From an optimization exercise on the open Yosys and OpenROAD flow, aimed at small area; shortcuts taken in it are not production practice. No driver is modelled on the clock port, so clock power and skew are understated where the tree is cut down; a real chip needs a root buffer or a tree. Power figures rest on the tool's default switching activity, not on a simulated workload.

## qspi_fsm
module qspi_fsm #(
  parameter ADDR_W = 32 )
(
  input               clk,
  input               rst_n,
  input      [2:0]    clk_div,
  input               cs_auto,
  input               cs_level,
  input               quad_en,
  input               cpol,
  input               cpha,
  input               lsb_first,
  input               start,
  input      [15:0]   cmd_cfg,
  input      [15:0]   cmd_op,
  input      [ADDR_W-1:0] cmd_addr,
  input      [7:0]    cmd_dummy,
  input      [31:0]   cmd_len,
  output              done,
  input               tx_ren,
  input      [7:0]    tx_data_fifo,
  output              tx_empty,
  output reg          rx_wen,
  output     [7:0]    rx_data_fifo,
  input               rx_full,
  output              sclk,
  output reg          cs_n,
  output reg [3:0]    io_o,
  output     [3:0]    io_oe,
  input      [3:0]    io_i
);
  wire [7:0] opcode  = cmd_op[7:0];
  wire is_wrdi = (opcode == 8'h04);
  wire is_rdsr = (opcode == 8'h05);
  wire is_rdid = (opcode == 8'h9F);
  wire special = is_wrdi | is_rdsr | is_rdid;
  ...
==> flow/config.mk <==
export PLATFORM = sky130hd
export DESIGN_NAME = qspi_fsm
export DESIGN_NICKNAME = qspi_fsm
export VERILOG_FILES = /design/flow/design.v
export SDC_FILE = /design/flow/constraint.sdc
export NUM_CORES = 4
export LEC_CHECK = 0
export CAP_MARGIN = 20
export CORE_MARGIN = 2
export CORE_UTILIZATION = 60
export PLACE_DENSITY = 0.7
export SLEW_MARGIN = 20
==> flow/constraint.sdc <==
create_clock -name core_clock -period 5.0 [get_ports {clk}]
set_input_delay 1.0000 -clock core_clock [delete_from_list [all_inputs] [get_ports {clk}]]
set_output_delay 1.0000 -clock core_clock [all_outputs]
set_load 0.01 [all_outputs]
standard.sh (not shown) runs the stock make flow with config.mk's settings and CLKGATE_MAP_FILE= SYNTH_SCRIPT=/design/flow/synth_recipe.tcl, a recipe that flattens the netlist after the stock synthesis.
==> flow/flow/run.sh <==
#!/bin/bash
# Layout flow:
#  1. the standard synthesis (standard.sh synth), unchanged;
#  2. the combinational logic of that netlist is re-mapped for area with a few
#     ABC scripts (flow/area*.abc, each run in its own Yosys, log reabc_N.log);
#     the flip-flops are left as they are, and the smallest netlist is kept;
#  3. the standard ORFS layout of that netlist (standard.sh finish, log
#     layout.log), with two changes: the I/O port buffers are made of the
#     smallest buffer cell, and the clock tree is built by flow/cts.tcl
#     (4 leaf buffers driven by the clock port) in place of TritonCTS.
set -uo pipefail
here=$(pwd)
res=$here/orfs/results/$FLOW_PLATFORM/qspi_fsm/base
bash standard.sh synth > synth.log 2>&1 || exit 1
cp $res/1_2_yosys.v $here/standard_synth.v

flops() { grep -cE '^ *sky130_fd_sc_hd__(df|edf|sdf|dl)[a-z0-9_]* ' "$1"; }
nflops=$(flops $here/standard_synth.v)
pids=()
for s in $here/flow/area*.abc; do
  n=$(basename $s .abc)
  REABC_IN=$here/standard_synth.v REABC_OUT=$here/reabc_$n.v REABC_SCRIPT=$s \
    yosys -c $here/flow/reabc.tcl > reabc_$n.log 2>&1 &
  pids+=($!)
done
for p in "${pids[@]}"; do wait $p; done

best=""; bestarea=""
for s in $here/flow/area*.abc; do
  n=$(basename $s .abc)
  [[ -s $here/reabc_$n.v ]] || continue
  a=$(grep 'Chip area' reabc_$n.log | tail -1 | awk '{print $NF}')
  [[ -n "$a" ]] || continue
  [[ $(flops $here/reabc_$n.v) == "$nflops" ]] || continue
  if [[ -z "$best" ]] || awk "BEGIN{exit !($a < $bestarea)}"; then best=$n; bestarea=$a; fi
done
echo "standard synthesis: $(grep 'Chip area' orfs/reports/$FLOW_PLATFORM/qspi_fsm/base/synth_stat.txt)" > reabc_choice.log
echo "chosen: ${best:-standard netlist} ${bestarea}" >> reabc_choice.log
if [[ -n "$best" ]]; then
  cp $here/reabc_$best.v $res/1_2_yosys.v
  rm -f $res/1_synth.odb $res/1_synth.sdc
fi
bash standard.sh "BUFFER_PORTS_ARGS=-buffer_cell sky130_fd_sc_hd__buf_1" \
  "PRE_CTS_TCL=$here/flow/cts.tcl" finish > layout.log 2>&1
Other scripts of this flow, unchanged in this note and not shown: flow/flow/area_fast.abc, flow/flow/area_s0.abc, flow/flow/area_s21.abc, flow/flow/area_s42.abc, flow/flow/area_s7.abc, flow/flow/cts.tcl, flow/flow/reabc.tcl
Next try:
--- a/flow/design.v
+++ b/flow/design.v
@@ -93,52 +93,56 @@
   reg  [2:0] ptr;
   wire gd       = ptr[2] & (w4 | (ptr[1] & (w2 | ptr[0])));
   wire byte_end = byte_ph & shift & gd;
   always @(posedge clk)
     ptr <= byte_ph ? ptr + ({w4, w2, ~(w2 | w4)} & {3{shift}}) : 3'd0;
   reg  [31:0] cnt;
   wire addr_last  = (cnt[1:0] == 2'd0);
   wire dummy_last = (cnt[7:0] == 8'd0);
   wire data_last  = (cnt == 32'd1);
-  wire [3:0] after_dummy = has_data  ? S_DATA  : S_CSOFF;
-  wire [3:0] after_mode  = has_dummy ? S_DUMMY : after_dummy;
-  wire [3:0] after_addr  = mode_en   ? S_MODE  : after_mode;
-  wire [3:0] after_op    = has_addr  ? S_ADDR  : after_addr;
   reg start_d;
   wire start_pulse = start & ~start_d;
+  wire in_op     = (state == S_OP);
+  wire in_addr   = (state == S_ADDR);
+  wire in_mode   = (state == S_MODE);
+  wire op_end    = in_op & byte_end;
+  wire to_mode   = (op_end & ~has_addr | in_addr & byte_end & addr_last);
+  wire to_dummy  = (to_mode & ~mode_en) | (in_mode & byte_end);
+  wire ld_addr   = op_end & has_addr;
+  wire ld_dummy  = to_dummy & has_dummy;
+  wire ld_data   = ((to_dummy & ~has_dummy) | (in_dummy & sample & dummy_last)) & has_data;
   always @(*) begin
-    nstate = state;
     case (state)
       S_IDLE, S_IDLED: nstate = start_pulse ? S_CSON : S_IDLE;
       S_CSON:  nstate = S_OP;
-      S_OP:    if (byte_end) nstate = after_op;
-      S_ADDR:  if (byte_end & addr_last) nstate = after_addr;
-      S_MODE:  if (byte_end) nstate = after_mode;
-      S_DUMMY: if (sample & dummy_last) nstate = after_dummy;
-      S_DATA:  if (byte_end & data_last) nstate = S_CSOFF;
       S_CSOFF: nstate = S_DONE;
       S_DONE:  nstate = S_IDLED;
+      S_OP, S_ADDR, S_MODE, S_DUMMY, S_DATA:
+        if (ld_addr)                     nstate = S_ADDR;
+        else if (to_mode & mode_en)      nstate = S_MODE;
+        else if (ld_dummy)               nstate = S_DUMMY;
+        else if (ld_data)                nstate = S_DATA;
+        else if (to_dummy | (in_dummy & sample & dummy_last) |
+                 (in_data & byte_end & data_last))
+                                         nstate = S_CSOFF;
+        else                             nstate = state;
       default: nstate = S_IDLE;
     endcase
   end
   always @(posedge clk or negedge rst_n) begin
     if (!rst_n) begin
       state   <= S_IDLE;
       start_d <= 1'b0;
     end else begin
       state   <= nstate;
       start_d <= start;
     end
   end
-  wire enter  = (nstate != state);
-  wire ld_addr  = enter & (nstate == S_ADDR);
-  wire ld_dummy = enter & (nstate == S_DUMMY);
-  wire ld_data  = enter & (nstate == S_DATA);
   wire dec      = byte_end | (in_dummy & sample);
   reg         borrow;
   wire [7:0]  lo_dec = cnt[7:0] - {7'd0, dec};
   wire [23:0] hi_dec = cnt[31:8] - {23'd0, borrow};
   always @(posedge clk)
     borrow <= dec & (cnt[7:0] == 8'd0) & ~ld_data;
   wire [31:0] cnt_dec = {hi_dec, lo_dec};
   always @(posedge clk) begin
     cnt[31:8] <= ld_data ? len_eff[31:8] : cnt_dec[31:8];
Sequential power is higher by a few percent.
Setup slack got worse by 0.17 ns.
Core utilization is higher by 3.1 points.
Wire length is higher by a few percent.
First-iteration DRC count is higher by a quarter to a third.
Clock skew is higher by 0.013 ns.
Area after synthesis is lower slightly.
Power is higher slightly.
Critical path depth is higher by 1.
Final area stays flat.
Via count is higher by a few percent.
Die area is lower slightly.
Synthesized cell count is lower by a few percent.
No functional check of the RTL was part of any run of this note. In every run of this note, the design's own scripts or RTL, not TritonCTS, make the clock network.

==> port drivers added, routing unchanged <==
The flow's constraints put no driver on any port. The routed layouts listed below were extracted and timed again, unchanged, in two steps. Step 1, drivers: a clkbuf_16 drives clk and a buf_2 each remaining input, both assumed. Step 2 adds t to the input delays and takes it off the output delays; t is the mean of the earliest and latest rising clock arrival at the registers after step 1. Input paths then give back, and output paths get back, about the clock's delay inside the block. Three values: ideal, step 1, step 2; two values: the first two.
run | t (ns) | setup slack, ns | worst hold slack (ns) | worst setup path at the end | slew at the worst register clock pin (ns)
the first run | 0.195 | 0.473 / 0.472 / 0.368 | 0.416 / 0.416 / 0.416 | input to register | 0.09 / 0.09
the second run | 0.198 | 0.304 / 0.359 / 0.161 | 0.462 / 0.462 / 0.462 | input to register | 0.10 / 0.10
After both steps setup and hold are still met in every run listed. The setup slack of the second run, which loses most, moves by +0.055 ns with the drivers and by -0.143 ns with both steps.
